This is an optimization exercise on Yosys and OpenROAD, whose aim is small area, not a production implementation. RTL that was checked went through simulation tests only; none was proved equivalent to the original. Only the layout flow was run in run 1; the RTL was not checked for function there. Power and IR drop assume default switching activity.

[constraint.sdc]
create_clock -name core_clock -period 4.0 [get_ports {clk}]
set_input_delay 0.8000 -clock core_clock [delete_from_list [all_inputs] [get_ports {clk}]]
set_output_delay 0.8000 -clock core_clock [all_outputs]
set_load 0.01 [all_outputs]
[standard.sh]
#!/bin/bash
# synth_recipe.tcl (not shown) runs the flow's synth.tcl, then flattens the netlist and writes it again
# the make line also repeats each setting of config.mk as NAME=value (left out here)
make -C /OpenROAD-flow-scripts/flow DESIGN_CONFIG=/design/flow/config.mk WORK_HOME=/design/flow/orfs CLKGATE_MAP_FILE= SYNTH_SCRIPT=/design/flow/synth_recipe.tcl "${@:-finish}"
[flow/run.sh]
#!/bin/bash
set -euo pipefail
bash standard.sh "BUFFER_PORTS_ARGS=-buffer_cell sky130_fd_sc_hd__buf_1" finish > standard_flow.log 2>&1
[design.v]
module pipeline(
    input clk,
    input rst,
    input [22:0] a,
    input [7:0] p,
    input [22:0] b,
    input [7:0] q,
    input m,
    output reg [7:0] final_exponent,
    output reg [22:0] normal_mantissa_sum
);
    genvar i;
    wire [22:0] orp;
    assign orp[0] = 1'b0;
    generate
        for (i = 1; i < 23; i = i + 1) begin : g_orp
            assign orp[i] = orp[i-1] | b[i-1];
        end
    endgenerate
    wire [22:0] bn = b ^ ({23{m}} & orp);
    wire [7:0] eh = ~(p ^ q);
    wire [7:0] eg = p & ~q;
    wire [8:0] c0, c1;
    assign c0[0] = 1'b0;
    assign c1[0] = 1'b1;
    generate
        for (i = 0; i < 8; i = i + 1) begin : g_exc
            assign c0[i+1] = eg[i] | (eh[i] & c0[i]);
            assign c1[i+1] = eg[i] | (eh[i] & c1[i]);
        end
    endgenerate
    wire       g  = c0[8];                        
    wire [7:0] d  = g ? (eh ^ c1[7:0]) : ~(eh ^ c0[7:0]);    
    wire       dz = |d[7:5];                      
    wire [4:0] ds = {d[4:3] | {2{dz}}, d[2:0]};   
    wire [7:0] e  = g ? p : q;
    wire [22:0] mx = g ? a : bn;
    wire [22:0] mn = g ? bn : a;
    reg [7:0]  e0;
    reg [22:0] m0;
    reg [22:0] n0;
    reg [4:0]  d0;
    always @(posedge clk) begin
        e0 <= e;
        m0 <= mx;
        n0 <= mn;
        d0 <= ds;
    end
    wire [23:0] a0 = {1'b1, n0};
    wire [23:0] a1 = d0[0] ? {1'b0, a0[23:1]}  : a0;
    wire [23:0] a2 = d0[1] ? {2'b0, a1[23:2]}  : a1;
    wire [23:0] a4 = d0[2] ? {4'b0, a2[23:4]}  : a2;
    wire [23:0] a8 = d0[3] ? {8'b0, a4[23:8]}  : a4;
    wire [23:0] sh = d0[4] ? {16'b0, a8[23:16]} : a8;
    reg [7:0]  e1;
    reg [22:0] m1;
    reg [23:0] s1;
    always @(posedge clk) begin
        e1 <= e0;
        m1 <= m0;
        s1 <= sh;
    end
    reg r1, r2;
    always @(posedge clk) begin
        r1 <= rst;
        r2 <= r1;
    end
    wire [23:0] sum;
    wire co;
    bk_add24 add(.x({1'b1, m1}), .y(s1 ^ {24{m}}), .ci(m), .s(sum), .co(co));
    wire c2n = (rst | r1) ? 1'b0 : (r2 ? ~m : co ^ m);
    reg        c2;
    reg [23:0] r2v;
    reg [7:0]  e2;
    always @(posedge clk) begin
        c2 <= c2n;
        if (rst | r1 | r2) begin
            r2v <= 24'd0;
            e2  <= 8'd0;
        end else begin
            r2v <= sum;
            e2  <= e1;
        end
    end
    wire z16 = ~|r2v[23:8];
    wire k16 = ~c2 & z16;
    wire [23:0] t16 = k16 ? {r2v[7:0], 16'd0} : r2v;
    wire z8 = ~|t16[23:16];
    wire k8 = ~c2 & z8;
    wire [23:0] t8 = k8 ? {t16[15:0], 8'd0} : t16;
    wire z4 = ~|t8[23:20];
    wire k4 = ~c2 & z4;
    wire [23:0] t4 = k4 ? {t8[19:0], 4'd0} : t8;
    wire z2 = ~|t4[23:22];
    wire k2 = ~c2 & z2;
    wire [23:0] t2 = k2 ? {t4[21:0], 2'd0} : t4;
    wire k1 = c2 | ~t2[23];
    wire [22:0] t1 = k1 ? {t2[21:0], 1'b0} : t2[22:0];
    wire zz = k16 & k8;                           
    wire [4:0] n = {k16, k8, k4 & ~zz, k2 & ~zz, k1 & ~zz};
    reg [7:0]  e3;
    reg [4:0]  n3;
    reg [22:0] r3;
    always @(posedge clk) begin
        if (rst) begin
            e3 <= 8'd0;
            n3 <= 5'd0;
            r3 <= 23'd0;
        end else begin
            e3 <= e2;
            n3 <= n;
            r3 <= t1;
        end
    end
    wire [7:0] fy = {3'd0, n3} ^ {8{~c2}};
    wire [8:0] fc;
    assign fc[0] = ~c2;
    generate
        for (i = 0; i < 8; i = i + 1) begin : g_fe
            assign fc[i+1] = (e3[i] & fy[i]) | ((e3[i] ^ fy[i]) & fc[i]);
        end
    endgenerate
    wire [7:0] fe = e3 ^ fy ^ fc[7:0];
    always @(posedge clk) begin
        if (rst) begin
            final_exponent <= 8'd0;
            normal_mantissa_sum <= 23'd0;
        end else begin
            final_exponent <= fe;
            normal_mantissa_sum <= r3;
        end
    end
endmodule
module bk_add24(input [23:0] x, input [23:0] y, input ci, output [23:0] s, output co);
    wire [23:0] hp = x ^ y;
    wire [23:0] hg = x & y;
    wire g_1 = hg[0] | (hp[0] & ci);
    wire g_2 = hg[2] | (hp[2] & hg[1]);
    wire p_2 = hp[2] & hp[1];
    wire g_3 = hg[4] | (hp[4] & hg[3]);
    wire p_3 = hp[4] & hp[3];
    wire g_4 = hg[6] | (hp[6] & hg[5]);
    wire p_4 = hp[6] & hp[5];
    wire g_5 = hg[8] | (hp[8] & hg[7]);
    wire p_5 = hp[8] & hp[7];
    wire g_6 = hg[10] | (hp[10] & hg[9]);
    wire p_6 = hp[10] & hp[9];
    wire g_7 = hg[12] | (hp[12] & hg[11]);
    wire p_7 = hp[12] & hp[11];
    wire g_8 = hg[14] | (hp[14] & hg[13]);
    wire p_8 = hp[14] & hp[13];
    wire g_9 = hg[16] | (hp[16] & hg[15]);
    wire p_9 = hp[16] & hp[15];
    wire g_10 = hg[18] | (hp[18] & hg[17]);
    wire p_10 = hp[18] & hp[17];
    wire g_11 = hg[20] | (hp[20] & hg[19]);
    wire p_11 = hp[20] & hp[19];
    wire g_12 = hg[22] | (hp[22] & hg[21]);
    wire p_12 = hp[22] & hp[21];
    wire g_13 = g_2 | (p_2 & g_1);
    wire g_14 = g_4 | (p_4 & g_3);
    wire p_14 = p_4 & p_3;
    wire g_15 = g_6 | (p_6 & g_5);
    wire p_15 = p_6 & p_5;
    wire g_16 = g_8 | (p_8 & g_7);
    wire p_16 = p_8 & p_7;
    wire g_17 = g_10 | (p_10 & g_9);
    wire p_17 = p_10 & p_9;
    wire g_18 = g_12 | (p_12 & g_11);
    wire p_18 = p_12 & p_11;
    wire g_19 = g_14 | (p_14 & g_13);
    wire g_20 = g_16 | (p_16 & g_15);
    wire p_20 = p_16 & p_15;
    wire g_21 = g_18 | (p_18 & g_17);
    wire p_21 = p_18 & p_17;
    wire g_22 = g_20 | (p_20 & g_19);
    wire g_23 = g_21 | (p_21 & g_22);
    wire g_24 = g_15 | (p_15 & g_19);
    wire g_25 = g_17 | (p_17 & g_22);
    wire g_26 = g_3 | (p_3 & g_13);
    wire g_27 = g_5 | (p_5 & g_19);
    wire g_28 = g_7 | (p_7 & g_24);
    wire g_29 = g_9 | (p_9 & g_22);
    wire g_30 = g_11 | (p_11 & g_25);
    wire g_31 = hg[1] | (hp[1] & g_1);
    wire g_32 = hg[3] | (hp[3] & g_13);
    wire g_33 = hg[5] | (hp[5] & g_26);
    wire g_34 = hg[7] | (hp[7] & g_19);
    wire g_35 = hg[9] | (hp[9] & g_27);
    wire g_36 = hg[11] | (hp[11] & g_24);
    wire g_37 = hg[13] | (hp[13] & g_28);
    wire g_38 = hg[15] | (hp[15] & g_22);
    wire g_39 = hg[17] | (hp[17] & g_29);
    wire g_40 = hg[19] | (hp[19] & g_25);
    wire g_41 = hg[21] | (hp[21] & g_30);
    wire g_42 = hg[23] | (hp[23] & g_23);
    assign s[0] = hp[0] ^ ci;
    assign s[1] = hp[1] ^ g_1;
    assign s[2] = hp[2] ^ g_31;
    assign s[3] = hp[3] ^ g_13;
    assign s[4] = hp[4] ^ g_32;
    assign s[5] = hp[5] ^ g_26;
    assign s[6] = hp[6] ^ g_33;
    assign s[7] = hp[7] ^ g_19;
    assign s[8] = hp[8] ^ g_34;
    assign s[9] = hp[9] ^ g_27;
    assign s[10] = hp[10] ^ g_35;
    assign s[11] = hp[11] ^ g_24;
    assign s[12] = hp[12] ^ g_36;
    assign s[13] = hp[13] ^ g_28;
    assign s[14] = hp[14] ^ g_37;
    assign s[15] = hp[15] ^ g_22;
    assign s[16] = hp[16] ^ g_38;
    assign s[17] = hp[17] ^ g_29;
    assign s[18] = hp[18] ^ g_39;
    assign s[19] = hp[19] ^ g_25;
    assign s[20] = hp[20] ^ g_40;
    assign s[21] = hp[21] ^ g_30;
    assign s[22] = hp[22] ^ g_41;
    assign s[23] = hp[23] ^ g_23;
    assign co = g_42;
endmodule
[config.mk]
export PLATFORM = sky130hd
export DESIGN_NAME = pipeline
export DESIGN_NICKNAME = pipeline
export VERILOG_FILES = /design/flow/design.v
export SDC_FILE = /design/flow/constraint.sdc
export NUM_CORES = 4
export LEC_CHECK = 0
export CAP_MARGIN = 20
export CORE_MARGIN = 2
export CORE_UTILIZATION = 40
export CTS_BUF_LIST = sky130_fd_sc_hd__clkbuf_16
export CTS_CLUSTER_DIAMETER = 80
export CTS_CLUSTER_SIZE = 30
export GPL_TIMING_DRIVEN = 0
export SLEW_MARGIN = 20
==> summary.txt, run 1 <==
Worst hold path
  • Hold Path Origin: m0[1]
  • Worst Hold Depth: 0
  • Worst min path class: flip-flop to flip-flop
  • Hold EP: m1[1]

Logic synthesis
  • Post-synthesis sequential area ratio: 0.4206
  • Post-synthesis cell count: 1,085
  • Warnings, synthesis: 1
  • Syn Area/Cell: 9.475 um^2
  • Synthesized Nets: 1,205
  • Synth area leaders: dfxtp_1 (42%), mux2i_1 (6.0%), fa_1 (5.8%)
  • Ys async rst share: 0
  • Main synth FF type: dfxtp_1
  • Unique masters post-synth: 71
  • EDFF count, synth: 0
  • Syn Std Cell Area: 0.01028 mm^2
  • Synth top area share: 0.4206
  • #FFs+latches synth: 216
  • Largest area contributor in the synthesized netlist: dfxtp_1

Timing
  • Setup_tns: 0 ps
  • Final setup violation count: 0
  • Tightest Pin Transition: 852.6 ps
  • RSZ-0062 raised after global routing: false
  • Slew Limit Fails: 0
  • Crit share post-route: 0.9600
  • Tmin final: 3840 ps
  • Fmax: 0.2604 GHz
  • Setup Skew: 21.33 ps
  • Final hold viol count: 0
  • Worst slew margin: 0.4282

Worst setup path
  • CP Launch Type: input pin
  • Setup CP Type: input pin to flip-flop
  • Max FO, Critical Path: 10
  • Worst EP required: 4380 ps
  • Crit end category: flip-flop
  • Worst r2r src: c2
  • RR Endpoint: final_exponent[7]
  • Flop-to-flop setup slack: 290 ps
  • Crit path DAT: 4220 ps
  • FF-to-FF path depth: 12

Layout
  • Final nets: 1,315
  • Most common cell after layout, fill and taps aside: dfxtp_1
  • Layout cells sized above 1: 0.08319
  • Commonest cells after routing, fill and taps aside: dfxtp_1 (215), nor2_1 (105), buf_1 (102), inv_1 (71)
  • Antenna diodes: 0
  • Area growth from synthesis to layout: 13.02%
  • Fin cells: 1,532
  • Final Cell Area: 0.01162 mm^2

Global routing
  • Gr usage total: 0.1846
  • Vias in the first global route: 7,651
  • First-pass GRT wire length: 39.77 mm
  • Initial antenna violation count: 0
  • Pin count of the biggest net entering global routing: 31
  • GRT overflow: 0

Power
  • VDD IR max: 0.0004102 V
  • Power per cell area: 537.5 mW/mm^2
  • Leak pwr: 4.841 nW
  • Overall Power: 6.246 mW

Floorplanning
  • IO Pins: 96
  • # rows: 58
  • Die Height: 164.3 um
  • Starting Density: 0.4082
  • Die width: 164.3 um
  • Die area: 0.02700 mm^2
  • Core area: 0.02518 mm^2

Clocking
  • CTS max path bufs: 3
  • CTS tree: built
  • Hold_buf cts: 0
  • Clk slew on worst S/H paths: 100 ps
  • Clock latency (worst-skew pair): 490 ps
  • TritonCTS buffer count: 13
  • Clock net sink count: 216
  • H-tree depth: 1
  • CTS root buf: clkbuf_16

Flow run
  • Max capacitance violation total: 0

Placed design
  • DP Cell Count: 1,510
  • Number of port buffers: 95
  • Gp weighted congestion: 0.9453
  • Placed cell area: 0.01112 mm^2
  • Hpwl dp: 19.16 mm

Detailed routing
  • Drt first pass iters: 5
  • Final wirelength: 23.99 mm
  • Via/cell ratio: 4.980
  • WL/cell: 15.66 um
  • Drt first-iter violations: 414
  • Post-route ant nets: 0
  • Via count: 7,630
  • DR DRC count: 0

Outcome
  • Status: finished clean
[registers in the layout (all words and copies together) (netlist names)]
name,flops
s1,24
r1,1
final_exponent,8
e2,8
d0,5
n3,5
e1,8
r3,23
r2,1
n0,23
m0,23
e3,8
r2v,24
e0,8
normal_mantissa_sum,23
m1,23
c2,1
[synthesized netlist by cell type, types with 5 or more instances]
cell / instances
and3_1: 5
a211oi_1: 20
clkbuf_1: 39
dfxtp_1: 216
nor3_1: 24
xnor2_1: 10
or4_1: 6
buf_1: 13
nand2_1: 62
o31ai_1: 5
inv_1: 71
and2_1: 21
nand3_1: 12
o21a_1: 5
o21ai_0: 49
a221o_1: 7
nor2b_1: 35
o22ai_1: 16
or3_1: 11
xor2_1: 55
ha_1: 25
nand2b_1: 6
a21oi_1: 62
mux2_2: 19
nor2_1: 105
mux4_2: 5
fa_1: 30
mux2i_1: 62
buf_2: 6
a21o_1: 10
and4_1: 5
[kinds of logic after synthesis]
group	synth area share
simple gates	0.1549
compound gates	0.1366
mux	0.09214
xor+xnor	0.05538
fa+ha+maj	0.08885
buf+inv	0.05149
flops	0.4206
[per-layer routing]
| metal | global-route usage | vias to the layer above | wire [um] |
|---|---|---|---|
| met5 | 0 | - | 0 |
| met3 | 0.02348 | 54 | 956 |
| met4 | 0.06380 | 0 | 884 |
| met2 | 0.3340 | 208 | 11890 |
| met1 | 0.2246 | 3451 | 10250 |
| li1 | - | 3917 | - |
[critical path, stage by stage]
cell and delay, ps:
buf_1 130, inv_1 70, ha_1 180, inv_1 60
fa_1 150, inv_1 50, fa_2 340, fa_2 340
fa_2 340, fa_2 350, fa_2 350, fa_2 410
clkbuf_8 210, buf_8 160, mux2i_1 270
[area by class of cell]
class / count / area, um^2
Tap cell: 330 / 412.9
Multi-Input combinational cell: 735 / 5466
Clock buffer: 13 / 325.3
Sequential cell: 216 / 4325
Clock inverter: 9 / 108.9
Timing Repair Buffer: 97 / 371.6
Fill cell: 2492 / 13560
Buffer: 59 / 334.1
Inverter: 73 / 274.0
[timing repair]
| item | CTS | global route |
|---|---|---|
| setup buffers | 0 | 2 |
| setup endpoints to repair | 10 | 27 |
| gates resized for setup | 8 | 13 |
| cloned | 0 | 0 |
| pin swaps | 0 | 1 |
[per-stage QoR]
step                utilization  worst slack, ps  hold WS [ps]
detailed placement       0.4417           -952.4         312.1
global route             0.4614            46.97         340.8
global placement         0.4417           -898.4         310.2
floorplan                     -           -34.73         309.6
CTS                      0.4599            1.326         335.5
finish                   0.4614            159.8         333.9
[how the worst max path moves through the flow]
stage | start | endpoint | slack [ps] | depth (start not counted)
global placement | m | r2v[21] | -900 | 16
floorplan | m | r2v[21] | -30 | 15
finish | q[0] | m0[13] | 160 | 15
detailed placement | m | r2v[21] | -950 | 16
global route | c2 | final_exponent[7] | 50 | 12
CTS | q[0] | e0[5] | 1 | 16
[where the power goes]
part / internal [mW] / total (mW) / leakage [nW] / switching [mW]
sequential: 2.45 / 2.59 / 1.79 / 0.133
clock: 0.652 / 1.43 / 0.210 / 0.778
combinational: 0.865 / 2.23 / 2.85 / 1.36
==> inputs of run 2 (changes only) <==
--- a/design.v
+++ b/design.v
@@ -60,10 +60,12 @@
         m1 <= m0;
         s1 <= sh;
     end
-    reg r1, r2;
+    reg r1, r2, r3, r4;
     always @(posedge clk) begin
         r1 <= rst;
         r2 <= r1;
+        r3 <= r2;
+        r4 <= r3;
     end
     wire [23:0] sum;
     wire co;
@@ -73,14 +75,9 @@
     reg [23:0] r2v;
     reg [7:0]  e2;
     always @(posedge clk) begin
-        c2 <= c2n;
-        if (rst | r1 | r2) begin
-            r2v <= 24'd0;
-            e2  <= 8'd0;
-        end else begin
-            r2v <= sum;
-            e2  <= e1;
-        end
+        c2  <= c2n;
+        r2v <= sum;
+        e2  <= e1;
     end
     wire z16 = ~|r2v[23:8];
     wire k16 = ~c2 & z16;
@@ -98,19 +95,14 @@
     wire [22:0] t1 = k1 ? {t2[21:0], 1'b0} : t2[22:0];
     wire zz = k16 & k8;                           
     wire [4:0] n = {k16, k8, k4 & ~zz, k2 & ~zz, k1 & ~zz};
+    wire z2r = r1 | r2 | r3;
     reg [7:0]  e3;
     reg [4:0]  n3;
-    reg [22:0] r3;
-    always @(posedge clk) begin
-        if (rst) begin
-            e3 <= 8'd0;
-            n3 <= 5'd0;
-            r3 <= 23'd0;
-        end else begin
-            e3 <= e2;
-            n3 <= n;
-            r3 <= t1;
-        end
+    reg [22:0] m3;
+    always @(posedge clk) begin
+        e3 <= z2r ? 8'd0 : e2;
+        n3 <= (z2r & ~c2) ? 5'd24 : n;
+        m3 <= t1;
     end
     wire [7:0] fy = {3'd0, n3} ^ {8{~c2}};
     wire [8:0] fc;
@@ -122,13 +114,8 @@
     endgenerate
     wire [7:0] fe = e3 ^ fy ^ fc[7:0];
     always @(posedge clk) begin
-        if (rst) begin
-            final_exponent <= 8'd0;
-            normal_mantissa_sum <= 23'd0;
-        end else begin
-            final_exponent <= fe;
-            normal_mantissa_sum <= r3;
-        end
+        final_exponent <= (rst | r1) ? 8'd0 : fe;
+        normal_mantissa_sum <= (rst | r1 | r2 | r3 | r4) ? 23'd0 : m3;
     end
 endmodule
 module bk_add24(input [23:0] x, input [23:0] y, input ci, output [23:0] s, output co);
==> flow/run.sh (replaced) <==
#!/bin/bash
set -euo pipefail
bash standard.sh \
  "BUFFER_PORTS_ARGS=-buffer_cell sky130_fd_sc_hd__buf_1" \
  "CTS_ARGS=-sink_clustering_enable -repair_clock_nets -sink_clustering_size 30 -sink_clustering_max_diameter 80 -buf_list sky130_fd_sc_hd__clkbuf_16 -dont_use_dummy_load" \
  "RECOVER_POWER=100" \
  finish > standard_flow.log 2>&1
--- a/config.mk
+++ b/config.mk
@@ -8,8 +8,5 @@
 export CAP_MARGIN = 20
 export CORE_MARGIN = 2
 export CORE_UTILIZATION = 40
-export CTS_BUF_LIST = sky130_fd_sc_hd__clkbuf_16
-export CTS_CLUSTER_DIAMETER = 80
-export CTS_CLUSTER_SIZE = 30
 export GPL_TIMING_DRIVEN = 0
 export SLEW_MARGIN = 20
==> run 2 against run 1 <==
  * Total power is 1.4% lower
  * Largest power group unchanged
  * Register-to-register slack about the same
  * Core utilization fell by 0.55 points
  * Worst setup slack worse by 28 ps
==> summary.txt, run 2 <==
Worst hold path
  • Hold EP: e1[5]
  • Hold Path Origin: e0[5]
  • Worst min path class: flip-flop to flip-flop
  • Worst Hold Depth: 0 (unchanged)

Timing
  • Crit share post-route: 0.9671 (+0.007007)
  • Setup Skew: 58.91 ps (+37.57 ps)
  • Final hold viol count: 0 (unchanged)
  • Tightest Pin Transition: 805.4 ps (-47.24 ps)
  • Final setup violation count: 0 (unchanged)
  • RSZ-0062 raised after global routing: true
  • Hold slack final: 293.1 ps (-40.87 ps)
  • Tmin final: 3868 ps (+28.03 ps)
  • Slew Limit Fails: 0 (unchanged)
  • Worst slew margin: 0.4581 (+0.02997)
  • Fmax: 0.2585 GHz (-0.72%)

Global routing
  • First-pass GRT wire length: 34.75 mm (-13%)
  • GRT overflow: 0 (unchanged)
  • Pin count of the biggest net entering global routing: 31 (unchanged)
  • Gr usage total: 0.1663 (-0.01833)
  • Initial antenna violation count: 0 (unchanged)
  • Vias in the first global route: 6,700 (-12%)

Floorplanning
  • Die area: 0.02602 mm^2 (-3.6%)
  • Die width: 161.3 um (-1.8%)
  • # rows: 57 (-1.7%)
  • IO Pins: 96 (unchanged)
  • Die Height: 161.3 um (-1.8%)
  • Core area: 0.02432 mm^2 (-3.4%)
  • Starting Density: 0.4070 (-0.001221)

Worst setup path
  • Crit end category: flip-flop
  • Worst r2r src: c2
  • Crit path DAT: 4240 ps (+20 ps)
  • Delay-heaviest family, CP: adder cells
  • RR Endpoint: final_exponent[7]
  • Most used cell, CP: fa_2
  • Setup CP Type: input pin to flip-flop
  • Worst path max stage delay: 340 ps (-70 ps)
  • Slowest CP cell: fa_2
  • Worst Path Buf+Inv: 7 (+1)
  • CP Cell Sequence: buf_1 > inv_1 > ha_1 > inv_1 > fa_1 > inv_1 > fa_2 > fa_2 > fa_2 > fa_2 > fa_2 > fa_2 > clkbuf_2 > clkbuf_8 > buf_4 > mux2i_1
  • Worst EP required: 4380 ps (about the same)
  • FF-to-FF path depth: 11 (-1)
  • Max FO, Critical Path: 10 (unchanged)
  • Flop-to-flop setup slack: 280 ps (about the same)
  • CP Launch Type: input pin

Placed design
  • Gp weighted congestion: 0.8726 (-7.7%)
  • Hpwl dp: 17.04 mm (-11%)
  • Placed cell area: 0.01073 mm^2 (-3.5%)
  • Number of port buffers: 95 (unchanged)

Logic synthesis
  • Main synth FF type: dfxtp_1
  • Syn Std Cell Area: 0.009898 mm^2 (-3.7%)
  • Post-synthesis sequential area ratio: 0.4409 (+0.02026)
  • Largest area contributor in the synthesized netlist: dfxtp_1
  • Warnings, synthesis: 1 (unchanged)
  • Count leader, synth: dfxtp_1
  • EDFF count, synth: 0 (unchanged)
  • Ys async rst share: 0 (unchanged)
  • Synth area leaders: dfxtp_1 (44%), mux2i_1 (7.7%), fa_1 (6.1%)
  • #FFs+latches synth: 218 (+0.93%)
  • Synth top area share: 0.4409 (+0.02026)
  • Post-synth top cells: dfxtp_1 (218), nor2_1 (83), inv_1 (77)
  • Unique masters post-synth: 59 (-17%)
  • Syn Area/Cell: 9.878 um^2 (+4.3%)
  • Synthesized Nets: 1,122 (-6.9%)
  • Post-synthesis cell count: 1,002 (-7.6%)

Clocking
  • Clock net sink count: 218 (+0.93%)
  • CTS tree: built
  • Clk slew on worst S/H paths: 100 ps (about the same)
  • Hold_buf cts: 0 (unchanged)
  • H-tree depth: 1 (unchanged)
  • Clock latency (worst-skew pair): 490 ps (about the same)
  • TritonCTS buffer count: 13 (unchanged)
  • CTS root buf: clkbuf_16
  • CTS max path bufs: 3 (unchanged)

Power
  • Power per cell area: 555.2 mW/mm^2 (+3.3%)
  • Leak pwr: 4.740 nW (-2.1%)
  • VDD IR max: 0.0002273 V (-45%)

Layout
  • Most common cell after layout, fill and taps aside: dfxtp_1
  • Fill cell count: 2,364 (-5.1%)
  • Final Cell Area: 0.01109 mm^2 (-4.6%)
  • Commonest cells after routing, fill and taps aside: dfxtp_1 (217), buf_1 (100), nor2_1 (81), inv_1 (77), mux2i_1 (76)
  • Top Registers: r2v x24, s1 x24
  • Layout cells sized above 1: 0.08378 (+0.0005891)
  • Final nets: 1,232 (-6.3%)
  • Antenna diodes: 0 (unchanged)
  • Area growth from synthesis to layout: 12.02%

Detailed routing
  • Final wirelength: 21.35 mm (-11%)
  • DR DRC count: 0 (unchanged)
  • Drt first pass iters: 4 (-1)
  • Post-route ant nets: 0 (unchanged)
  • Via count: 6,880 (-9.8%)
  • Via/cell ratio: 4.798 (-3.7%)
  • WL/cell: 14.89 um (-4.9%)
  • Drt first-iter violations: 281 (-32%)

Flow run
  • Max capacitance violation total: 0 (unchanged)

Outcome
  • Status: finished clean
==> run 2: cells by family after synthesis <==
group / share of synthesized area
xor+xnor: 0.05840
buf+inv: 0.04854
flops: 0.4409
fa+ha+maj: 0.09228
compound gates: 0.1092
simple gates: 0.1260
mux: 0.1246
==> run 2: worst reg2reg max path, cell delays in order (launching register included) <==
cell and delay, ps:
dfxtp_2 440, buf_2 270, xor2_1 110, fa_1 400
fa_1 430, fa_1 420, fa_1 420, fa_1 390
fa_1 380, xor2_1 160, xnor2_1 130, nor2_1 50
==> run 2: cell type report <==
type	instances	area [um^2]	share of cell area
tap	324	405.4	0.03656
timing repair buffer	96	364.1	0.03284
buffer	47	236.5	0.02133
inverter	79	296.5	0.02674
clock buffer	13	325.3	0.02934
multi-input combinational	657	5095	0.4595
sequential	218	4365	0.3937
==> run 2: worst max path at each step <==
| stage | start | slack, ps | endpoint | depth (start not counted) |
|---|---|---|---|---|
| after floorplan | m | 20 | r2v[16] | 13 |
| after global placement | m | -1100 | r2v[21] | 15 |
| after detailed placement | m | -1140 | c2 | 14 |
| after CTS | m | 20 | r2v[21] | 15 |
| after global routing | q[0] | -1 | d0[3] | 17 |
| final | q[0] | 130 | m0[15] | 16 |
==> run 2: what timing repair did <==
action                                 4_1_cts  5_1_grt
buffers inserted                             1        0
pin swaps                                    1        0
gates resized for setup                      5       17
setup endpoints to repair                   16       24
endpoints found under the hold margin        0        0
==> run 2: metal layers <==
metal  part of all wire  up-vias  GRT usage
li1                   -     3587          -
met1               0.46     3104     0.2107
met2               0.48      147     0.2908
met3              0.034       42    0.02157
met4              0.033        0    0.05925
met5                  0        -          0
==> run 2: through the flow <==
stage / TNS [ps] / setup WS (ps) / cells / power [mW] / utilization
after floorplan: 0 / 18.11 / 1002 / 4.361 / -
after global placement: -29300 / -1105 / 1421 / 4.929 / 0.4412
after detailed placement: -32920 / -1138 / 1421 / 4.939 / 0.4412
after CTS: 0 / 24.14 / 1435 / 6.210 / 0.4552
final: 0 / 131.8 / 1434 / 6.156 / 0.4559
after global routing: -1.338 / -1.338 / 1434 / 6.589 / 0.4559
==> run 2: power breakdown <==
| group | total (mW) | internal, mW | switching [mW] |
|---|---|---|---|
| clock | 1.25 | 0.583 | 0.668 |
| sequential | 2.89 | 2.59 | 0.295 |
| combinational | 2.02 | 0.901 | 1.12 |
| total | 6.16 | 4.08 | 2.08 |
==> inputs of run 3 (changes only) <==
==> flow/run.sh (replaced) <==
#!/bin/bash
set -euo pipefail
bash standard.sh \
  "BUFFER_PORTS_ARGS=-buffer_cell sky130_fd_sc_hd__buf_1" \
  "CTS_ARGS=-sink_clustering_enable -repair_clock_nets -sink_clustering_size 30 -sink_clustering_max_diameter 80 -buf_list sky130_fd_sc_hd__clkbuf_16 -dont_use_dummy_load" \
  finish > standard_flow.log 2>&1
--- a/config.mk
+++ b/config.mk
@@ -5,6 +5,7 @@
 export SDC_FILE = /design/flow/constraint.sdc
 export NUM_CORES = 4
 export LEC_CHECK = 0
+export ABC_AREA = 1
 export CAP_MARGIN = 20
 export CORE_MARGIN = 2
 export CORE_UTILIZATION = 40
==> run 3 against run 2 <==
  * Still clean
  * Worst hold slack better by 40 ps
  * Total power is 3.2% higher
  * Clock-buffer cell count stayed put
  * Combinational power increased by 16%
  * Sequential share of layout area down 1.1 points
  * Sequential power shrank 4%
  * Worst setup slack got worse by 66 ps
==> summary.txt, run 3 <==
Power
  • Power per cell area: 557.0 mW/mm^2 (+0.32%)
  • Leak pwr: 5.469 nW (+15%)
  • VDD IR max: 0.0003733 V (+64%)

Layout
  • Area growth from synthesis to layout: 11.88%
  • Fin cells: 1,752 (+22%)
  • Final Cell Area: 0.01140 mm^2 (+2.8%)
  • Layout cells sized above 1: 0.06259 (-0.02120)
  • Fill cell count: 2,635 (+11%)
  • Final nets: 1,544 (+25%)
  • Top Registers: r2v x24, s1 x24
  • Most common cell after layout, fill and taps aside: nand2_1
  • Commonest cells after routing, fill and taps aside: nand2_1 (384), dfxtp_1 (218), inv_1 (160), nor2_1 (106), buf_1 (100)
  • Antenna diodes: 0 (unchanged)

Timing
  • Setup Skew: 67.51 ps (+8.604 ps)
  • Slew Limit Fails: 0 (unchanged)
  • Setup ws final: 66.12 ps (-65.67 ps)
  • Tmin final: 3934 ps (+65.67 ps)
  • Crit share post-route: 0.9835 (+0.01642)
  • Final setup violation count: 0 (unchanged)
  • Worst slew margin: 0.5858 (+0.1276)
  • Final hold viol count: 0 (unchanged)
  • Tightest Pin Transition: 614.8 ps (-190.5 ps)
  • Fmax: 0.2542 GHz (-1.7%)
  • RSZ-0062 raised after global routing: true

Clocking
  • CTS tree: built
  • H-tree depth: 1 (unchanged)
  • Clock net sink count: 218 (unchanged)
  • CTS root buf: clkbuf_16
  • CTS max path bufs: 3 (unchanged)
  • Clk slew on worst S/H paths: 100 ps (about the same)
  • Clock latency (worst-skew pair): 490 ps (about the same)
  • TritonCTS buffer count: 13 (unchanged)

Worst hold path
  • Worst min path class: flip-flop to flip-flop

Floorplanning
  • Die width: 163.6 um (+1.4%)
  • # rows: 58 (+1.8%)
  • IO Pins: 96 (unchanged)
  • Starting Density: 0.4059 (-0.001087)
  • Die area: 0.02677 mm^2 (+2.9%)
  • Core area: 0.02511 mm^2 (+3.2%)
  • Die Height: 163.6 um (+1.4%)

Logic synthesis
  • Post-synthesis sequential area ratio: 0.4282 (-0.01272)
  • Count leader, synth: nand2_1
  • Synth top area share: 0.4282 (-0.01272)
  • Simple logic cell fraction of the synthesized area: 0.2453 (+0.1192)
  • Synth Area in XOR/XNOR: 0.05242 (-0.005981)
  • Ys async rst share: 0 (unchanged)
  • Post-synthesis compound-gate area fraction: 0.09207 (-0.01715)
  • Warnings, synthesis: 1 (unchanged)
  • Unique masters post-synth: 47 (-20%)
  • Syn Area/Cell: 7.763 um^2 (-21%)
  • Largest family of logic cells by synthesized area: simple AND/OR/NAND/NOR gates
  • #FFs+latches synth: 218 (unchanged)
  • Post-synth top cells: nand2_1 (384), dfxtp_1 (218), inv_1 (161)
  • Syn Std Cell Area: 0.01019 mm^2 (+3.0%)
  • Adder-cell share of the synthesized area: 0.08961 (-0.002662)
  • Largest area contributor in the synthesized netlist: dfxtp_1
  • Synthesized Nets: 1,433 (+28%)
  • Synth area leaders: dfxtp_1 (43%), nand2_1 (14%), inv_1 (5.9%)
  • Post-synthesis mux area share: 0.006875 (-0.1178)
  • Main synth FF type: dfxtp_1
  • Post-synthesis cell count: 1,313 (+31%)
  • EDFF count, synth: 0 (unchanged)

Global routing
  • Initial antenna violation count: 0 (unchanged)
  • GRT overflow: 0 (unchanged)
  • Vias in the first global route: 7,506 (+12%)
  • First-pass GRT wire length: 36.63 mm (+5.4%)
  • Pin count of the biggest net entering global routing: 30 (-3.2%)
  • Gr usage total: 0.1715 (+0.005238)

Placed design
  • Placed cell area: 0.01101 mm^2 (+2.6%)
  • Hpwl dp: 18.49 mm (+8.5%)
  • Number of port buffers: 94 (-1.1%)
  • Post-Place Setup Slack: -616.3 ps (+521.9 ps)
  • Gp weighted congestion: 0.9367 (+7.3%)
  • DP Cell Count: 1,737 (+22%)

Worst setup path
  • CP Launch Type: input pin
  • Worst Path Buf+Inv: 6 (-1)
  • Crit path DAT: 4290 ps (+50 ps)
  • Max FO, Critical Path: 10 (unchanged)
  • Worst path max stage delay: 400 ps (+60 ps)
  • Most used cell, CP: fa_2
  • Crit end category: flip-flop
  • Slowest CP cell: fa_2
  • Delay-heaviest family, CP: adder cells
  • Setup CP Type: input pin to flip-flop
  • Worst EP required: 4350 ps (-30 ps)
  • CP Cell Sequence: buf_1 > inv_1 > ha_1 > inv_1 > fa_1 > inv_1 > fa_2 > fa_2 > fa_2 > fa_2 > fa_2 > fa_2 > clkbuf_8 > clkbuf_1 > o21ai_1

Detailed routing
  • Via count: 7,961 (+16%)
  • Drt first pass iters: 5 (+1)
  • DR DRC count: 0 (unchanged)
  • Post-route ant nets: 0 (unchanged)
  • Drt first-iter violations: 374 (+33%)
  • Via/cell ratio: 4.544 (-5.3%)
  • WL/cell: 12.82 um (-14%)
  • Final wirelength: 22.46 mm (+5.2%)

Outcome
  • Status: finished clean

Flow run
  • Max capacitance violation total: 0 (unchanged)
## run 3: cell count changes in the layout (fill, tap and decap cells not counted), sizes merged, moves of 35 or more
cell,change
nand2,+335
inv,+87
nand3,+47
o21ai,+66
a21oi,-35
mux2i,-69
and2,-37
## run 3: per-stage QoR
stage / TNS (ps) / hold WS, ps / total power, mW / util
6_report: 0 / 332.8 / 6.352 / 0.4542
5_1_grt: -246.6 / 340.8 / 6.887 / 0.4542
4_1_cts: 0 / 333.4 / 6.408 / 0.4515
3_5_place_dp: -26700 / 312.1 / 5.163 / 0.4385
3_3_place_gp: -23560 / 311.4 / 5.131 / 0.4385
2_1_floorplan: 0 / 309.6 / 4.552 / -
## run 3: final timing paths
path | startpoint | to | slack, ps | depth (start not counted)
min | m0[1] | m1[1] | 330 | 0
max | q[0] | m0[11] | 70 | 15
max reg2reg | c2 | final_exponent[7] | 200 | 12
min reg2reg | m0[1] | m1[1] | 330 | 0
## run 3: what timing repair did
item / 4_1_cts / 5_1_grt
hold buffers: 0 / 0
resized for setup: 2 / 34
setup buffers: 0 / 2
setup endpoints to repair: 7 / 44
## run 3: final cells by class
| type | count | area [um^2] | share of cell area |
|---|---|---|---|
| Multi-Input combinational cell | 877 | 5007 | 0.4391 |
| Inverter | 167 | 634.4 | 0.05563 |
| Sequential cell | 218 | 4364 | 0.3827 |
| Timing Repair Buffer | 96 | 367.9 | 0.03226 |
| Clock buffer | 13 | 325.3 | 0.02853 |
| Buffer | 51 | 291.5 | 0.02557 |
| Tap cell | 330 | 412.9 | 0.03621 |
## run 3: metal layers
metal	GRT usage	part of all wire
met5	0	0
met4	0.04386	0.025
met3	0.02006	0.038
met2	0.3256	0.51
met1	0.2032	0.43
## run 3: cells by family after synthesis
| logic type | count (synthesis) |
|---|---|
| AOI/OAI and AO/OA | 167 |
| xor gates and xnor gates | 61 |
| adders and majority gates | 55 |
| buffers and inverters | 218 |
| DFF | 218 |
| muxes | 7 |
| and+or+nand+nor | 587 |
## run 3: power breakdown
group / switching, mW / total [mW] / leakage (nW) / internal (mW)
registers: 0.177 / 2.78 / 1.82 / 2.60
clock network: 0.652 / 1.23 / 0.160 / 0.582
logic: 1.51 / 2.34 / 3.49 / 0.828
## run 3: worst reg2reg max path, delay by kind of cell, from the launching register on
family	cells	cell delay [ps]
buffers and inverters	2	330
AOI/OAI and AO/OA	3	350
adders and majority gates	6	2480
xor gates and xnor gates	1	150
DFF	1	380
==> inputs of run 4 (changes only) <==
--- a/config.mk
+++ b/config.mk
@@ -5,7 +5,6 @@
 export SDC_FILE = /design/flow/constraint.sdc
 export NUM_CORES = 4
 export LEC_CHECK = 0
-export ABC_AREA = 1
 export CAP_MARGIN = 20
 export CORE_MARGIN = 2
 export CORE_UTILIZATION = 40
==> run 4 against run 3 <==
  * Flip-flop and latch count unchanged
  * Die area decreased by 2.8%
  * Maximum frequency increased by 1.2%
  * Critical path depth increased by 1
  * Clock skew decreased by 10 ps
  * Worst setup slack improved by 47 ps
  * Global-route usage decreased by 0.52 points
  * Largest power group unchanged
==> summary.txt, run 4 <==
Outcome
  • Status: finished clean

Logic synthesis
  • Post-synthesis cell count: 1,002 (-24%)
  • #FFs+latches synth: 218 (unchanged)
  • Warnings, synthesis: 1 (unchanged)
  • Unique masters post-synth: 59 (+26%)
  • Synth top area share: 0.4409 (+0.01272)
  • Synthesized Nets: 1,122 (-22%)
  • Syn Area/Cell: 9.878 um^2 (+27%)
  • Largest area contributor in the synthesized netlist: dfxtp_1
  • EDFF count, synth: 0 (unchanged)
  • Ys async rst share: 0 (unchanged)
  • Synth area leaders: dfxtp_1 (44%), mux2i_1 (7.7%), fa_1 (6.1%)
  • Post-synthesis sequential area ratio: 0.4409 (+0.01272)
  • Post-synth top cells: dfxtp_1 (218), nor2_1 (83), inv_1 (77)
  • Count leader, synth: dfxtp_1
  • Syn Std Cell Area: 0.009898 mm^2 (-2.9%)
  • Main synth FF type: dfxtp_1

Placed design
  • Number of port buffers: 95 (+1.1%)
  • Gp weighted congestion: 0.8726 (-6.8%)
  • DP Cell Count: 1,421 (-18%)
  • Post-Place Setup Slack: -1138 ps (-521.9 ps)
  • Hpwl dp: 17.04 mm (-7.9%)

Global routing
  • Pin count of the biggest net entering global routing: 31 (+3.3%)
  • GRT overflow: 0 (unchanged)
  • Initial antenna violation count: 0 (unchanged)
  • Gr usage total: 0.1663 (-0.005238)
  • Vias in the first global route: 6,700 (-11%)
  • First-pass GRT wire length: 34.75 mm (-5.1%)

Clocking
  • CTS root buf: clkbuf_16
  • CTS tree: built
  • CTS max path bufs: 3 (unchanged)
  • Hold_buf cts: 0 (unchanged)
  • Clock latency (worst-skew pair): 480 ps (about the same)
  • TritonCTS buffer count: 13 (unchanged)
  • H-tree depth: 1 (unchanged)
  • Clock net sink count: 218 (unchanged)
  • Clk slew on worst S/H paths: 100 ps (about the same)

Layout
  • Final nets: 1,232 (-20%)
  • Top Registers: r2v x24, s1 x24
  • Most common cell after layout, fill and taps aside: dfxtp_1
  • Fin cells: 1,434 (-18%)
  • Fill cell count: 2,366 (-10%)
  • Area growth from synthesis to layout: 12.03%
  • Layout cells sized above 1: 0.08559 (+0.02300)
  • Antenna diodes: 0 (unchanged)
  • Commonest cells after routing, fill and taps aside: dfxtp_1 (217), buf_1 (101), nor2_1 (81), inv_1 (77), mux2i_1 (76)

Worst setup path
  • Worst r2r src: c2
  • Slowest CP cell: fa_2
  • Crit path DAT: 4260 ps (-30 ps)
  • Worst Setup SP: q[0]
  • Setup CP Type: input pin to flip-flop
  • Crit end category: flip-flop
  • Max FO, Critical Path: 10 (unchanged)
  • Worst path max stage delay: 340 ps (-60 ps)
  • Worst EP required: 4370 ps (+20 ps)
  • CP Launch Type: input pin
  • CP Cell Sequence: buf_1 > inv_1 > ha_1 > inv_1 > fa_1 > inv_1 > fa_2 > fa_2 > fa_2 > fa_2 > fa_2 > fa_2 > clkbuf_2 > clkbuf_8 > buf_4 > mux2i_1
  • Most used cell, CP: fa_2

Detailed routing
  • Drt first-iter violations: 279 (-25%)
  • Post-route ant nets: 0 (unchanged)
  • DR DRC count: 0 (unchanged)
  • Drt first pass iters: 4 (-1)
  • WL/cell: 14.88 um (+16%)
  • Via count: 6,873 (-14%)
  • Final wirelength: 21.34 mm (-5.0%)
  • Via/cell ratio: 4.793 (+5.5%)

Timing
  • Hold slack final: 294.5 ps (-38.35 ps)
  • Fmax: 0.2572 GHz (+1.2%)
  • Tmin final: 3887 ps (-46.55 ps)
  • Worst slew margin: 0.4505 (-0.1353)
  • Tightest Pin Transition: 816.7 ps (+201.9 ps)
  • Final setup violation count: 0 (unchanged)
  • Final hold viol count: 0 (unchanged)
  • Setup_tns: 0 ps (unchanged)
  • Setup ws final: 112.7 ps (+46.55 ps)
  • RSZ-0062 raised after global routing: true
  • Setup Skew: 57.18 ps (-10.33 ps)
  • Crit share post-route: 0.9718 (-0.01164)
  • Slew Limit Fails: 0 (unchanged)

Power
  • Power per cell area: 555.3 mW/mm^2 (-0.31%)
  • Leak pwr: 4.758 nW (-13%)
  • VDD IR max: 0.0002274 V (-39%)

Floorplanning
  • Die width: 161.3 um (-1.4%)
  • IO Pins: 96 (unchanged)
  • # rows: 57 (-1.7%)
  • Die area: 0.02602 mm^2 (-2.8%)
  • Die Height: 161.3 um (-1.4%)
  • Starting Density: 0.4070 (+0.001087)
  • Core area: 0.02432 mm^2 (-3.1%)

Worst hold path
  • Worst min path class: flip-flop to flip-flop
  • Hold Path Origin: e0[5]

Flow run
  • Max capacitance violation total: 0 (unchanged)
## run 4: cell types whose count changed after synthesis, sizes merged, moves of 32 or more
cell,delta
mux2i,+69
and2,+37
nand3,-47
mux2,+32
a21oi,+35
nand2,-335
inv,-88
nor2,-33
o21ai,-66
## run 4: worst paths after layout
kind / to / slack, ps / cells after the start
worst min register to register: e1[5] / 290 / 0
worst min-delay path: e1[5] / 290 / 0
worst max register to register: final_exponent[7] / 280 / 11
worst max-delay path: m0[15] / 110 / 16
## run 4: kinds of logic (layout without fill, tap and decap cells)
family          after synthesis  in the layout  synth area share
simple gates                249            249            0.1260
compound gates              174            174            0.1092
mux                         113            113            0.1246
flops                       218            218            0.4409
buf+inv                     127            235           0.04854
fa+ha+maj                    55             55           0.09228
xor+xnor                     66             66           0.05840
## run 4: what timing repair did
item | 4_1_cts | 5_1_grt
resized for setup | 5 | 17
buffers inserted | 1 | 0
pin swaps | 1 | 0
endpoints found under the setup margin | 16 | 24
cloned | 0 | 0
## run 4: final cells by class
type	instances	area (um^2)	share of cell area
Clock buffer	13	325.3	0.02934
Multi-Input combinational cell	657	5095	0.4594
Buffer	47	237.7	0.02144
Sequential cell	218	4365	0.3937
Tap cell	324	405.4	0.03656
Timing Repair Buffer	96	364.1	0.03283
Inverter	79	296.5	0.02674
## run 4: stage by stage
| step | utilization | instance area, um^2 | power (mW) |
|---|---|---|---|
| floorplan | - | 9967 | 4.361 |
| global placement | 0.4412 | 10730 | 4.929 |
| detailed placement | 0.4412 | 10730 | 4.939 |
| CTS | 0.4552 | 11070 | 6.210 |
| global route | 0.4560 | 11090 | 6.589 |
| finish | 0.4560 | 11090 | 6.158 |
## run 4: power breakdown
part           switching [mW]  leakage, nW  total, mW  internal [mW]
Clock                   0.668        0.160       1.25          0.583
Sequential              0.295         1.82       2.89           2.59
Combinational            1.12         2.78       2.02          0.903
## run 4: worst max-delay path, delay by kind of cell
family	cells	cell delay [ps]
adders and majority gates	8	2340
buffers and inverters	7	840
muxes	1	240
## run 4: layer usage
metal,global-route usage,share of wire,vias up
met5,0,0,-
met4,0.05925,0.036,0
met3,0.02157,0.030,46
met2,0.2908,0.47,138
met1,0.2107,0.46,3099
li1,-,-,3590
==> inputs of run 5 (changes only) <==
==> flow/run.sh (replaced) <==
#!/bin/bash
set -euo pipefail
bash standard.sh \
  "BUFFER_PORTS_ARGS=-buffer_cell sky130_fd_sc_hd__buf_1" \
  "CTS_ARGS=-sink_clustering_enable -repair_clock_nets -sink_clustering_size 35 -sink_clustering_max_diameter 90 -buf_list sky130_fd_sc_hd__clkbuf_16 -dont_use_dummy_load" \
  finish > standard_flow.log 2>&1
==> run 5 against run 4 <==
  * Critical path depth unchanged
  * Clock power down 14%
  * Total power down 3.1%
  * Critical path type unchanged
==> summary.txt, run 5 <==
Logic synthesis
  • Synth area leaders: dfxtp_1 (44%), mux2i_1 (7.7%), fa_1 (6.1%)
  • Largest area contributor in the synthesized netlist: dfxtp_1
  • Simple logic cell fraction of the synthesized area: 0.1260 (unchanged)
  • Main synth FF type: dfxtp_1
  • Ys async rst share: 0 (unchanged)
  • Post-synthesis mux area share: 0.1246 (unchanged)
  • Warnings, synthesis: 1 (unchanged)
  • Synth Area in XOR/XNOR: 0.05840 (unchanged)
  • Post-synthesis sequential area ratio: 0.4409 (unchanged)
  • Syn Std Cell Area: 0.009898 mm^2 (unchanged)
  • Unique masters post-synth: 59 (unchanged)
  • Post-synth top cells: dfxtp_1 (218), nor2_1 (83), inv_1 (77)
  • Post-synthesis compound-gate area fraction: 0.1092 (unchanged)
  • Adder-cell share of the synthesized area: 0.09228 (unchanged)
  • Count leader, synth: dfxtp_1
  • Largest family of logic cells by synthesized area: simple AND/OR/NAND/NOR gates
  • Synth top area share: 0.4409 (unchanged)
  • Synthesized Nets: 1,122 (unchanged)
  • Syn Area/Cell: 9.878 um^2 (unchanged)
  • Post-synthesis cell count: 1,002 (unchanged)
  • EDFF count, synth: 0 (unchanged)
  • #FFs+latches synth: 218 (unchanged)

Power
  • Psw: 2.023 mW (-2.7%)
  • Sequential Power Share: 0.483 (+0.014)
  • Cell-internal power: 3.946 mW (-3.2%)
  • Power per cell area: 542.7 mW/mm^2 (-2.3%)
  • Leak pwr: 4.719 nW (-0.82%)
  • Clk network pwr share: 0.179 (-0.024)
  • VDD IR max: 0.0002716 V (+19%)
  • Switching Fraction: 0.3390 (+0.001155)
  • Comb pwr share: 0.337 (+0.009)
  • Overall Power: 5.969 mW (-3.1%)

Timing
  • Fmax: 0.2573 GHz (about the same)
  • Slew Limit Fails: 0 (unchanged)
  • Final hold viol count: 0 (unchanged)
  • Setup_tns: 0 ps (unchanged)
  • Crit share post-route: 0.9717 (about the same)
  • Final setup violation count: 0 (unchanged)
  • Tightest Pin Transition: 783.6 ps (-33.05 ps)
  • Tmin final: 3887 ps (-0.4610 ps)
  • Hold slack final: 337.2 ps (+42.70 ps)
  • Setup Skew: 24.48 ps (-32.70 ps)
  • RSZ-0062 raised after global routing: false
  • Worst slew margin: 0.4728 (+0.02224)

Worst setup path
  • RR Endpoint: final_exponent[7]
  • Flop-to-flop setup slack: 280 ps (about the same)
  • Worst r2r src: c2
  • Setup CP Type: input pin to flip-flop
  • FF-to-FF path depth: 11 (unchanged)
  • Worst EP required: 4380 ps (about the same)
  • Max FO, Critical Path: 10 (unchanged)
  • CP Launch Type: input pin
  • Crit path DAT: 4270 ps (about the same)
  • Crit end category: flip-flop

Clocking
  • Clock latency (worst-skew pair): 470 ps (about the same)
  • CTS root buf: clkbuf_16
  • TritonCTS buffer count: 10 (-3)
  • Clk slew on worst S/H paths: 110 ps (about the same)
  • Hold_buf cts: 0 (unchanged)
  • H-tree depth: 1 (unchanged)
  • CTS tree: built
  • CTS max path bufs: 3 (unchanged)
  • Clock net sink count: 218 (unchanged)

Global routing
  • First-pass GRT wire length: 34.28 mm (-1.3%)
  • Pin count of the biggest net entering global routing: 36 (+16%)
  • GRT overflow: 0 (unchanged)
  • Vias in the first global route: 6,650 (-0.75%)
  • Initial antenna violation count: 0 (unchanged)
  • Gr usage total: 0.1636 (-0.002676)

Placed design
  • Hpwl dp: 17.04 mm (unchanged)
  • Number of port buffers: 95 (unchanged)
  • Gp weighted congestion: 0.8726 (unchanged)

Layout
  • Top Registers: r2v x24, s1 x24
  • Antenna diodes: 0 (unchanged)
  • Area growth from synthesis to layout: 11.12%
  • Final nets: 1,229 (-0.24%)
  • Fin util: 0.4523 (-0.003704)
  • Fill cell count: 2,363 (-0.13%)
  • Most common cell after layout, fill and taps aside: dfxtp_1
  • Layout cells sized above 1: 0.08040 (-0.005188)
  • Commonest cells after routing, fill and taps aside: dfxtp_1 (217), buf_1 (101), nor2_1 (83), inv_1 (77), mux2i_1 (76)

Worst hold path
  • Hold EP: m1[1]
  • Hold Path Origin: m0[1]
  • Worst Hold Depth: 0 (unchanged)
  • Worst min path class: flip-flop to flip-flop

Outcome
  • Status: finished clean

Flow run
  • Max capacitance violation total: 0 (unchanged)

Floorplanning
  • # rows: 57 (unchanged)
  • Core area: 0.02432 mm^2 (unchanged)
  • Starting Density: 0.4070 (unchanged)
  • Die Height: 161.3 um (unchanged)
  • Die area: 0.02602 mm^2 (unchanged)
  • Die width: 161.3 um (unchanged)
  • IO Pins: 96 (unchanged)

Detailed routing
  • Via count: 6,811 (-0.90%)
  • WL/cell: 14.68 um (-1.4%)
  • Via/cell ratio: 4.760 (-0.69%)
  • Final wirelength: 21.01 mm (-1.6%)
  • Post-route ant nets: 0 (unchanged)
  • Drt first-iter violations: 293 (+5.0%)
  • DR DRC count: 0 (unchanged)
  • Drt first pass iters: 4 (unchanged)
## run 5: cell counts after synthesis
No cell type changed its count.
## run 5: what timing repair did
action,in CTS,in global routing
buffers inserted,1,0
setup endpoints to repair,16,24
gates resized for setup,4,11
pin swaps,1,0
## run 5: how the worst max path moves through the flow
| stage | start | endpoint | slack, ps | cells after the start |
|---|---|---|---|---|
| after floorplan | m | r2v[16] | 20 | 13 |
| after global placement | m | r2v[21] | -1100 | 15 |
| after detailed placement | m | c2 | -1140 | 14 |
| after CTS | m | r2v[21] | 7 | 15 |
| final | q[0] | m0[11] | 110 | 16 |
| after global routing | q[0] | n0[17] | 4 | 17 |
## run 5: worst max-delay path: stages
cell and delay (ps):
buf_1 120, inv_1 70, ha_1 170, inv_1 60, fa_1 160, inv_1 50, fa_2 330, fa_2 340
fa_2 340, fa_2 340, fa_2 340, fa_2 320, clkbuf_2 150, clkbuf_8 190, buf_4 210, mux2i_1 240
## run 5: power groups by stage
stage | clock network, mW | registers, mW | logic [mW]
2_1_floorplan | 0 | 2.81 | 1.55
3_3_place_gp | 0 | 2.93 | 2.00
3_5_place_dp | 0 | 2.94 | 2.00
4_1_cts | 1.11 | 2.88 | 2.02
5_1_grt | 1.18 | 2.93 | 2.27
6_report | 1.07 | 2.89 | 2.01
## run 5: routing by layer
metal	share of wire	up-vias	GRT usage
met3	0.030	36	0.02080
li1	-	3581	-
met4	0.031	0	0.05154
met2	0.48	135	0.2906
met1	0.45	3059	0.2066
met5	0	-	0
## run 5: cell families (layout without fill, tap and decap cells)
family,count (synthesis),after routing
xor gates and xnor gates,66,66
muxes,113,113
DFF,218,218
buffers and inverters,127,232
adders and majority gates,55,55
AOI/OAI and AO/OA,174,174
and+or+nand+nor,249,249
## run 5: stage by stage
stage | setup slack (ps) | std cells | cell area (um^2)
floorplan | 18.11 | 1002 | 9967
global placement | -1105 | 1421 | 10730
detailed placement | -1138 | 1421 | 10730
CTS | 6.942 | 1432 | 10990
global route | 3.694 | 1431 | 11000
finish | 113.1 | 1431 | 11000
## run 5: final cells by class
type                       instances  area [um^2]  share of cell area
multi-input combinational        657         5085              0.4623
sequential                       218         4365              0.3969
tap                              324        405.4             0.03686
timing repair buffer              96        364.1             0.03310
inverter                          79        296.5             0.02696
clock buffer                      10        250.2             0.02275
buffer                            47        232.7             0.02116
==> inputs of run 6 (changes only) <==
==> flow/run.sh (replaced) <==
#!/bin/bash
set -euo pipefail
bash standard.sh \
  "BUFFER_PORTS_ARGS=-buffer_cell sky130_fd_sc_hd__buf_1" \
  "CTS_ARGS=-sink_clustering_enable -repair_clock_nets -sink_clustering_size 18 -sink_clustering_max_diameter 60 -buf_list sky130_fd_sc_hd__clkbuf_8 -dont_use_dummy_load" \
  finish > standard_flow.log 2>&1
==> run 6 against run 5 <==
  * Worst setup slack better by 60 ps
  * Largest power group unchanged
  * Register-to-register slack got worse by 30 ps
  * Synthesized cell count unchanged
  * Largest cell class unchanged
  * Clock-buffer cell count grew 10
  * Highest routed layer unchanged
==> summary.txt, run 6 <==
Worst hold path
  • Worst Hold Depth: 0 (unchanged)
  • Hold Path Origin: e0[5]
  • Worst min path class: flip-flop to flip-flop

Detailed routing
  • Max layer used: met4
  • Via count: 6,859 (+0.70%)
  • DR DRC count: 0 (unchanged)
  • Drt first-iter violations: 272 (-7.2%)
  • Met2 wire length: 10.05 mm (-0.98%)
  • WL/cell: 14.73 um (+0.35%)
  • Metal-1 WL: 9.569 mm (+0.14%)
  • Post-route ant nets: 0 (unchanged)
  • Via/cell ratio: 4.760 (about the same)
  • Met3 WL post-DR: 843 um (+33%)
  • Final wirelength: 21.23 mm (+1.0%)
  • Drt first pass iters: 4 (unchanged)

Worst setup path
  • Crit path DAT: 4250 ps (-20 ps)
  • Worst Setup SP: q[0]
  • Flop-to-flop setup slack: 250 ps (-30 ps)
  • Worst r2r src: c2
  • Most used cell, CP: fa_2
  • Critical Path End: e0[6]
  • Worst Path Buf+Inv: 7 (unchanged)
  • Max FO, Critical Path: 10 (unchanged)
  • Delay-heaviest family, CP: adder cells
  • RR Endpoint: final_exponent[7]
  • Worst path max stage delay: 340 ps (about the same)
  • Crit end category: flip-flop
  • Setup CP Type: input pin to flip-flop
  • FF-to-FF path depth: 12 (+1)
  • Slowest CP cell: fa_2
  • Worst EP required: 4420 ps (+40 ps)
  • CP Cell Sequence: buf_1 > inv_1 > ha_1 > inv_1 > fa_1 > inv_1 > fa_2 > fa_2 > fa_2 > fa_2 > fa_2 > fa_2 > clkbuf_2 > clkbuf_8 > buf_2 > o21ai_1
  • WP depth: 16 (unchanged)
  • CP Launch Type: input pin

Floorplanning
  • IO Pins: 96 (unchanged)
  • # rows: 57 (unchanged)
  • Core area: 0.02432 mm^2 (unchanged)
  • Die width: 161.3 um (unchanged)
  • Die area: 0.02602 mm^2 (unchanged)
  • Die Height: 161.3 um (unchanged)
  • Starting Density: 0.4070 (unchanged)

Clocking
  • CTS tree: built
  • Hold_buf cts: 0 (unchanged)
  • TritonCTS buffer count: 20 (+10)
  • Clock net sink count: 218 (unchanged)
  • CTS root buf: clkbuf_8
  • Clock latency (worst-skew pair): 540 ps (+70 ps)
  • Clk slew on worst S/H paths: 100 ps (about the same)
  • CTS max path bufs: 3 (unchanged)
  • H-tree depth: 1 (unchanged)

Logic synthesis
  • Post-synth top cells: dfxtp_1 (218), nor2_1 (83), inv_1 (77)
  • Synth area leaders: dfxtp_1 (44%), mux2i_1 (7.7%), fa_1 (6.1%)
  • EDFF count, synth: 0 (unchanged)
  • #FFs+latches synth: 218 (unchanged)
  • Synthesized Nets: 1,122 (unchanged)
  • Count leader, synth: dfxtp_1
  • Warnings, synthesis: 1 (unchanged)
  • Main synth FF type: dfxtp_1
  • Post-synthesis cell count: 1,002 (unchanged)
  • Ys async rst share: 0 (unchanged)
  • Synth top area share: 0.4409 (unchanged)
  • Syn Area/Cell: 9.878 um^2 (unchanged)
  • Syn Std Cell Area: 0.009898 mm^2 (unchanged)
  • Largest area contributor in the synthesized netlist: dfxtp_1
  • Post-synthesis sequential area ratio: 0.4409 (unchanged)
  • Unique masters post-synth: 59 (unchanged)

Layout
  • Top Registers: r2v x24, s1 x24
  • Final nets: 1,239 (+0.81%)
  • Fin util: 0.4533 (+0.0009770)
  • Fill cell count: 2,373 (+0.42%)
  • Layout cells sized above 1: 0.08774 (+0.007338)
  • Antenna diodes: 0 (unchanged)
  • Most common cell after layout, fill and taps aside: dfxtp_1
  • Commonest cells after routing, fill and taps aside: dfxtp_1 (217), buf_1 (101), nor2_1 (83), inv_1 (77), mux2i_1 (76)
  • Area growth from synthesis to layout: 11.36%

Global routing
  • GRT overflow: 0 (unchanged)
  • Pin count of the biggest net entering global routing: 19 (-47%)
  • First-pass GRT wire length: 34.70 mm (+1.2%)
  • Gr usage total: 0.1655 (+0.001961)
  • Initial antenna violation count: 0 (unchanged)
  • Vias in the first global route: 6,766 (+1.7%)

Timing
  • Tmin final: 3827 ps (-59.87 ps)
  • Worst slew margin: 0.4658 (-0.006909)
  • Final hold viol count: 0 (unchanged)
  • Slew Limit Fails: 0 (unchanged)
  • RSZ-0062 raised after global routing: false
  • Fmax: 0.2613 GHz (+1.6%)
  • Tightest Pin Transition: 793.9 ps (+10.27 ps)
  • Crit share post-route: 0.9567 (-0.01497)
  • Final setup violation count: 0 (unchanged)
  • Setup Skew: 76.39 ps (+51.90 ps)

Power
  • Overall Power: 5.997 mW (+0.46%)
  • Leak pwr: 4.738 nW (+0.41%)
  • Power per cell area: 544.0 mW/mm^2 (+0.24%)
  • VDD IR max: 0.0002352 V (-13%)

Placed design
  • Hpwl dp: 17.04 mm (unchanged)
  • Gp weighted congestion: 0.8726 (unchanged)
  • Number of port buffers: 95 (unchanged)

Flow run
  • Max capacitance violation total: 0 (unchanged)

Outcome
  • Status: finished clean
==> run 6: power by group <==
group | leakage, nW | internal, mW | switching (mW)
combinational | 2.78 | 0.901 | 1.11
clock | 0.144 | 0.447 | 0.651
sequential | 1.82 | 2.59 | 0.293
total | 4.74 | 3.94 | 2.06
==> run 6: worst min path at each step <==
stage | to | slack [ps]
CTS | e1[7] | 290
global placement | m1[21] | 310
finish | e1[5] | 290
floorplan | e1[0] | 310
detailed placement | m1[2] | 310
global route | m1[22] | 280
==> run 6: layout make-up <==
type	count	area, um^2	share of cell area
Tap cell	324	405.4	0.03678
Clock buffer	20	275.3	0.02497
Inverter	79	296.5	0.02690
Timing Repair Buffer	96	364.1	0.03303
Buffer	47	235.2	0.02134
Multi-Input combinational cell	657	5081	0.4610
Sequential cell	218	4365	0.3960
==> run 6: through the flow <==
stage	setup slack (ps)	instance area [um^2]	TNS [ps]	std cells	hold WS, ps
floorplan	18.11	9967	0	1002	309.6
global placement	-1105	10730	-29300	1421	311.3
detailed placement	-1138	10730	-32920	1421	312.1
CTS	7.410	11020	0	1442	290.0
global route	9.819	11020	0	1441	279.5
finish	173.0	11020	0	1441	292.4
==> run 6: kinds of logic (layout without fill, tap and decap cells) <==
group	after synthesis	count (layout)	synth area share
AO/OA/AOI/OAI	174	174	0.1092
XOR/XNOR	66	66	0.05840
adder cells (fa/ha/maj)	55	55	0.09228
buffers and inverters	127	242	0.04854
flip-flops	218	218	0.4409
multiplexers	113	113	0.1246
AND/OR/NAND/NOR	249	249	0.1260
==> run 6: routing by layer <==
metal | track usage | up-vias
li1 | - | 3598
met1 | 0.2062 | 3060
met2 | 0.2904 | 153
met3 | 0.02594 | 48
met4 | 0.05925 | 0
met5 | 0 | -
==> run 6: what timing repair did <==
| action | 4_1_cts | 5_1_grt |
|---|---|---|
| cloned | 0 | 0 |
| gates resized for setup | 3 | 10 |
| pin swaps | 1 | 0 |
| buffers inserted | 1 | 0 |
| setup endpoints to repair | 15 | 13 |

## port drivers added, routing unchanged
The results above use ideal ports. As a check the final layouts listed here were re-extracted and re-timed, cells and wires unchanged. Step 1, drivers: a clkbuf_16 drives clk and a buf_2 each remaining input, both assumed. Step 2 adds t to the input delays and takes it off the output delays; t is the mean of the earliest and latest rising clock arrival at the registers after step 1. Input paths then give back, and output paths get back, about the clock's delay inside the block. Three values: ideal ports, drivers, drivers and shift; two values: the first two.
| run | t, ns | setup slack, ns | hold WS [ns] | worst setup path at the end | worst data-port slew with drivers (ns) |
|---|---|---|---|---|---|
| run 1 | 0.526 | 0.160 / 0.187 / -0.338 | 0.334 / 0.334 / 0.334 | input to register | 0.04 |
| run 2 | 0.504 | 0.132 / 0.156 / -0.349 | 0.293 / 0.293 / 0.293 | input to register | 0.04 |
| run 3 | 0.505 | 0.066 / 0.090 / -0.415 | 0.333 / 0.333 / 0.333 | input to register | 0.03 |
| run 4 | 0.504 | 0.113 / 0.137 / -0.367 | 0.294 / 0.294 / 0.294 | input to register | 0.04 |
| run 5 | 0.504 | 0.113 / 0.138 / -0.366 | 0.337 / 0.337 / 0.337 | input to register | 0.04 |
| run 6 | 0.546 | 0.173 / 0.190 / -0.356 | 0.292 / 0.292 / 0.292 | input to register | 0.04 |
With both steps, setup timing fails in every run listed, where it was met with ideal ports. The setup slack of run 6, which loses most, moves by +0.017 ns with the drivers and by -0.529 ns with both steps.
